From an optimization exercise on the open Yosys and OpenROAD flow, aimed at small area, a short achievable clock period and few clock cycles per item; shortcuts taken in it are not production practice. Function was checked by simulation only, so behaviour that the tests miss may differ from the original. No activity file was given, so power comes from the tool's default toggle rates.

## flow/design.v (module list and top-level ports; edited modules follow where they fit)
// module COMP_Control: 827 lines
// module FA: 4 lines
module COMP_Control(
    input clock,
    input rst,
    input start_trigger,
    input reset_act,
    input reset_data,
    input signed [15:0] K0,
    input signed [15:0] K1,
    input signed [15:0] K2,
    input signed [17:0] setPoint,
    input signed [17:0] data,
    output reg busy,
    output wire signed [15:0] COMP_output
    );
  // ...
==> flow/flow/run.sh <==
#!/bin/bash
# The standard layout (standard.sh: the standard flow's synthesis, floorplan, placement,
# CTS, routing) at the design's clock period and constraints, with two
# changes to how hard the resizer works:
#  - repair_timing aims for a setup slack of SETUP_MARGIN ns instead of 0,
#    so the critical paths get sized and buffered although the 12 ns clock
#    would already be met;
#  - the port buffers are buf_4 cells rather than the resizer's pick.
set -euo pipefail
cd "$(dirname "$0")/.."
SETUP_MARGIN=$(cat flow/setup_margin.txt)
bash standard.sh "SETUP_SLACK_MARGIN=$SETUP_MARGIN" \
  "BUFFER_PORTS_ARGS=-buffer_cell sky130_fd_sc_hd__buf_4" finish > standard_make.log 2>&1
==> flow/flow/setup_margin.txt <==
7.5
==> flow/standard.sh <==
#!/bin/bash
# synth_recipe.tcl (not shown) runs the flow's synth.tcl, then flattens the netlist and writes it again
# the make line also repeats each setting of config.mk as NAME=value (left out here)
make -C /OpenROAD-flow-scripts/flow DESIGN_CONFIG=/design/flow/config.mk WORK_HOME=/design/flow/orfs CLKGATE_MAP_FILE= SYNTH_SCRIPT=/design/flow/synth_recipe.tcl "${@:-finish}"
==> flow/config.mk <==
export PLATFORM = sky130hd
export DESIGN_NAME = COMP_Control
export DESIGN_NICKNAME = COMP_Control
export VERILOG_FILES = /design/flow/design.v
export SDC_FILE = /design/flow/constraint.sdc
export NUM_CORES = 4
export LEC_CHECK = 0
export CAP_MARGIN = 20
export CORE_MARGIN = 2
export CORE_UTILIZATION = 40
export SLEW_MARGIN = 20
export SYNTH_HIERARCHICAL = 1
export SYNTH_MINIMUM_KEEP_SIZE = 0
==> flow/constraint.sdc <==
create_clock -name core_clock -period 12.0 [get_ports {clock}]
set_input_delay 2.4000 -clock core_clock [delete_from_list [all_inputs] [get_ports {clock}]]
set_output_delay 2.4000 -clock core_clock [all_outputs]
set_load 0.01 [all_outputs]
==> impl_metrics.yaml, run 1 <==
synth:
  synth-async-reset-ratio_pct: 0
  synth_simple_gate_area_share_pct: 12.8
  synth_area_leaders: "fa_1 (26%), dfxtp_1 (21%), xnor2_1 (10%)"
  yosysTopAreaCell: "fa_1"
  synth.area.mux_share_pct: 0.443
  ys.flop_type: "dfxtp_1"
global_routing:
  gr-usage-all-layers_pct: 20.4
  antenna_found_initial: 0
power_and_ir_drop:
  powerSeq_uw: 731
  switchingPower_uw: 884
  leakagePower_uw: 0.00773
  power.total_uw: 2320
  powerDensity_nw_per_um2: 123
critical_path:
  crit_family: "compound AO/OA/AOI/OAI gates"
  cp_num_cells: 10
  path_cells: "ha_4 -> a21oi_2 -> o21ai_2 -> nor3b_2 -> a31oi_2 -> buf_6 -> a21o_4 -> a21oi_2 -> xnor2_1 -> buf_4"
  cp_common_cell: "a21oi_2"
  r2r_start: "e2[14]$_SDFFE_PP0P_"
  reg2reg_depth: 10
  cp_slowest_cell: "dfxtp_2"
clock_network:
  cts-hold-fix-buffers: 0
  cts-resized-gates: 133
  cts_buffers: 17
sta:
  hold_viol_final: 0
  clock_skew_ns: 0.0175
  period_needed_ns: 4.84
  slew_viol_final: 0
finish:
  postLayoutCellArea_um2: 18900
  nClkBuffers: 17
  dominant_cells: "multi-input combinational cells"
  nNetsFinal: 2134
  buffers: 153
  fillers: 3709
detailed_routing:
  drtIter0Drc: 809
placed_design:
  placed_cells: 2217
outcome:
  status: "timing/DRC/antenna clean"
worst_hold_path:
  worstHoldPathCells: 2
Testbench counts, summed over its fixed seeds: cycles 96,000, items 24,000.
==> run 2: changes to the inputs <==
==> flow/run.sh (new file) <==
#!/bin/bash
# synth_recipe.tcl (not shown) runs the flow's synth.tcl, then flattens the netlist and writes it again
# the make line also repeats each setting of config.mk as NAME=value (left out here)
make -C /OpenROAD-flow-scripts/flow DESIGN_CONFIG=/design/flow/config.mk WORK_HOME=/design/flow/orfs CLKGATE_MAP_FILE= SYNTH_SCRIPT=/design/flow/synth_recipe.tcl finish
removed: flow/flow/run.sh
removed: flow/flow/setup_margin.txt
removed: flow/standard.sh
==> impl_metrics.yaml, run 2 <==
outcome:
  status: "timing/DRC/antenna clean"
clock_network:
  insertion_delay_ns: 0.45
  cts_sinks: 172
  clockBufferDepth: 2
  cts_setup_buffers: 0
  cts-root-buf: "clkbuf_16"
  htree_levels: 4
  cts-hold-fix-buffers: 0
  clk_pin_slew_ns: 0.08
  tritoncts: "done"
  cts_buffers: 17
  cts-resized-gates: 0
finish:
  final-instance-count-excl-fill: 2251
  layout-area-overhead-vs-synth_pct: 12.9
  layout_commonest_cell: "fa_1"
  nNetsFinal: 2107
  fillers: 3806
  drive_above_1_share_pct: 4.81
  postLayoutCellArea_um2: 18200
  mostFrequentLayoutCells: "fa_1 (211), xnor2_1 (185), dfxtp_1 (171)"
  reg_top3: "C x48, S x48"
  diodes: 0
critical_path:
  critPathArrivalTime_ns: 3.65
  path_class: "flip-flop to primary output"
  critPathCaptureType: "primary output"
  critPathLaunchType: "flip-flop"
  required_ns: 9.60
  path_max_fanout: 3
sta:
  rsz0062_at_grt: "false"
  slew-limit-headroom_pct: 29.7
  holdWs_ns: 0.445
  tightest_slew_ns: 1.05
  period_needed_ns: 6.05
  finalSetupTns_ns: 0
  finalCritPeriodShare_pct: 50.4
  hold_viol_final: 0
  slew_viol_final: 0
  max_freq_mhz: 165
  fin_ws_ns: 5.95
  clock_skew_ns: 0.0160
  setup_violations: 0
synth:
  ys_seq_elements: 172
  synth_top_area_share_pct: 26.2
  yosysSeqAreaShare_pct: 21.4
  synthCells: 1665
  syn_area_um2: 16100
  yosysTopAreaCell: "fa_1"
  syn_area_per_cell_um2: 9.68
  synth.most_common_cell: "fa_1"
  yosysUniqueCellTypes: 70
  synth-async-reset-ratio_pct: 0
  ys.flop_type: "dfxtp_1"
  synth_area_leaders: "fa_1 (26%), dfxtp_1 (21%), xnor2_1 (10%)"
  yosys_warnings: 7
  yosys-top-cells-count: "fa_1 (211), xnor2_1 (185), dfxtp_1 (172)"
  synth_edf_count: 0
power_and_ir_drop:
  leakagePower_uw: 0.00745
  ir_worst_vdd_v: 0.0000587
  p_sw_share_pct: 36.6
  internal_power_uw: 1440
  comb_power_share_pct: 41.9
  pwr-share-clk_pct: 26.6
  seqPwrFrac_pct: 31.6
  switchingPower_uw: 830
  powerDensity_nw_per_um2: 125
floorplanning:
  fp.dieW_um: 205
  boundaryPins: 106
  dieHeight_um: 205
  rows: 73
  start_util_pct: 40.5
  fp.dieArea_um2: 41900
  core-area_um2: 39700
placed_design:
  place_area_um2: 17600
  pre_cts_ws_ns: 6.17
  placed_cells: 2219
  port_buffers: 105
  place_congestion: 0.868
  dp_hpwl_um: 30900
detailed_routing:
  drc: 0
  wl_per_cell_um: 18.5
  wl_um: 41700
  detail-route-antenna-nets: 0
  drtPass1Iterations: 6
  viasPerCell: 5.39
  drtIter0Drc: 867
  vias: 12144
global_routing:
  grt_pass1_vias: 12282
  grt_max_degree: 95
  antenna_found_initial: 0
  gr-usage-all-layers_pct: 20.4
  grt_overflow: 0
  grt_first_pass_wirelength_um: 67400
run:
  cap_violations: 0
worst_hold_path:
  hp-class: "flip-flop to flip-flop"
run 2: cell counts after synthesis:
Identical to the previous run, type by type.
run 2: final cells by class:
| class | count | area [um^2] | area share (%) |
|---|---|---|---|
| clock inverter | 14 | 198 | 1.09 |
| tap | 525 | 657 | 3.61 |
| clock buffer | 18 | 439 | 2.41 |
| inverter | 43 | 161 | 0.887 |
| timing repair buffer | 126 | 1210 | 6.64 |
| sequential | 172 | 3440 | 18.9 |
| multi-input combinational | 1353 | 12100 | 66.4 |
run 2: metrics by stage:
| step | utilization [%] | power [uW] |
|---|---|---|
| finish | 45.8 | 2270 |
| global placement | 44.2 | 1670 |
| floorplan | - | 1390 |
| detailed placement | 44.2 | 1700 |
| global route | 45.8 | 2480 |
| CTS | 45.8 | 2310 |
run 2: worst paths after layout:
path                             from             endpoint  slack, ns  depth (start not counted)
hold reg to reg   e1[12]$_SDFFE_PP0P_  e2[12]$_SDFFE_PP0P_       0.45                          2
setup reg to reg   e2[3]$_SDFFE_PP0P_     C[21]$_SDFF_PP0_       6.93                         12
hold / removal    e1[12]$_SDFFE_PP0P_  e2[12]$_SDFFE_PP0P_       0.45                          2
setup / recovery      C[2]$_SDFF_PP0_      COMP_output[15]       5.95                          9
run 2: per-module statistics from Yosys, one instance, submodules excluded:
module | copies in the design | flip-flops and latches
FA | 210 | 0
COMP_Control | 1 | 172
run 2: power by group through the flow:
stage                     clock network [uW]  logic, uW  registers (uW)
final                                    603        950             716
after global routing                     637       1110             729
after CTS                                616        978             718
after detailed placement                   0        968             730
after global placement                     0        944             728
after floorplan                            0        687             703
run 2: cells by family after synthesis:
kind of cell | synth area share [%]
AO/OA/AOI/OAI | 15.7
XOR/XNOR | 12.0
AND/OR/NAND/NOR | 12.8
flip-flops | 21.4
adder cells (fa/ha/maj) | 33.5
multiplexers | 0.443
buffers and inverters | 4.21
other | 0.0233
run 2: layer usage:
layer	vias to the layer above	wire, um	GRT usage [%]
li1	5724	-	-
met1	5940	18800	28.8
met2	418	19500	32.3
met3	62	2530	2.62
met4	0	933	6.63
met5	-	0	0
run 2: worst max-delay path, cell delays in order (launching register included):
cell	delay (ns)
dfxtp_1	0.33
ha_1	0.31
a21oi_1	0.21
a21oi_1	0.11
o21ai_0	0.37
nand3_1	0.30
a41oi_1	0.63
o21ai_0	0.23
xnor2_1	0.17
clkdlybuf4s50_1	0.55

static timing again, ports no longer ideal:
The results above use ideal ports. As a check the final layouts listed here were re-extracted and re-timed, cells and wires unchanged. Step 1: set_driving_cell puts a clkbuf_16 on clock and a buf_2 on each other input, an assumption about the parent block. Step 2 times the ports against the registers' clock, not the clock port: input delays grow and output delays shrink by t, the midpoint of the rising clock arrivals with the driver on. a / b / c = ideal / step 1 / step 2; a / b = the first two.
| run | shift t [ns] | setup slack, ns | hold slack, ns | clock arrival spread, ns |
|---|---|---|---|---|
| run 1 | 0.495 | 7.159 / 7.111 / 7.340 | 0.452 / 0.452 / 0.452 | 0.018 / 0.018 |
| run 2 | 0.491 | 5.948 / 5.899 / 6.162 | 0.445 / 0.445 / 0.445 | 0.016 / 0.017 |
After both steps setup and hold are still met in every run listed.
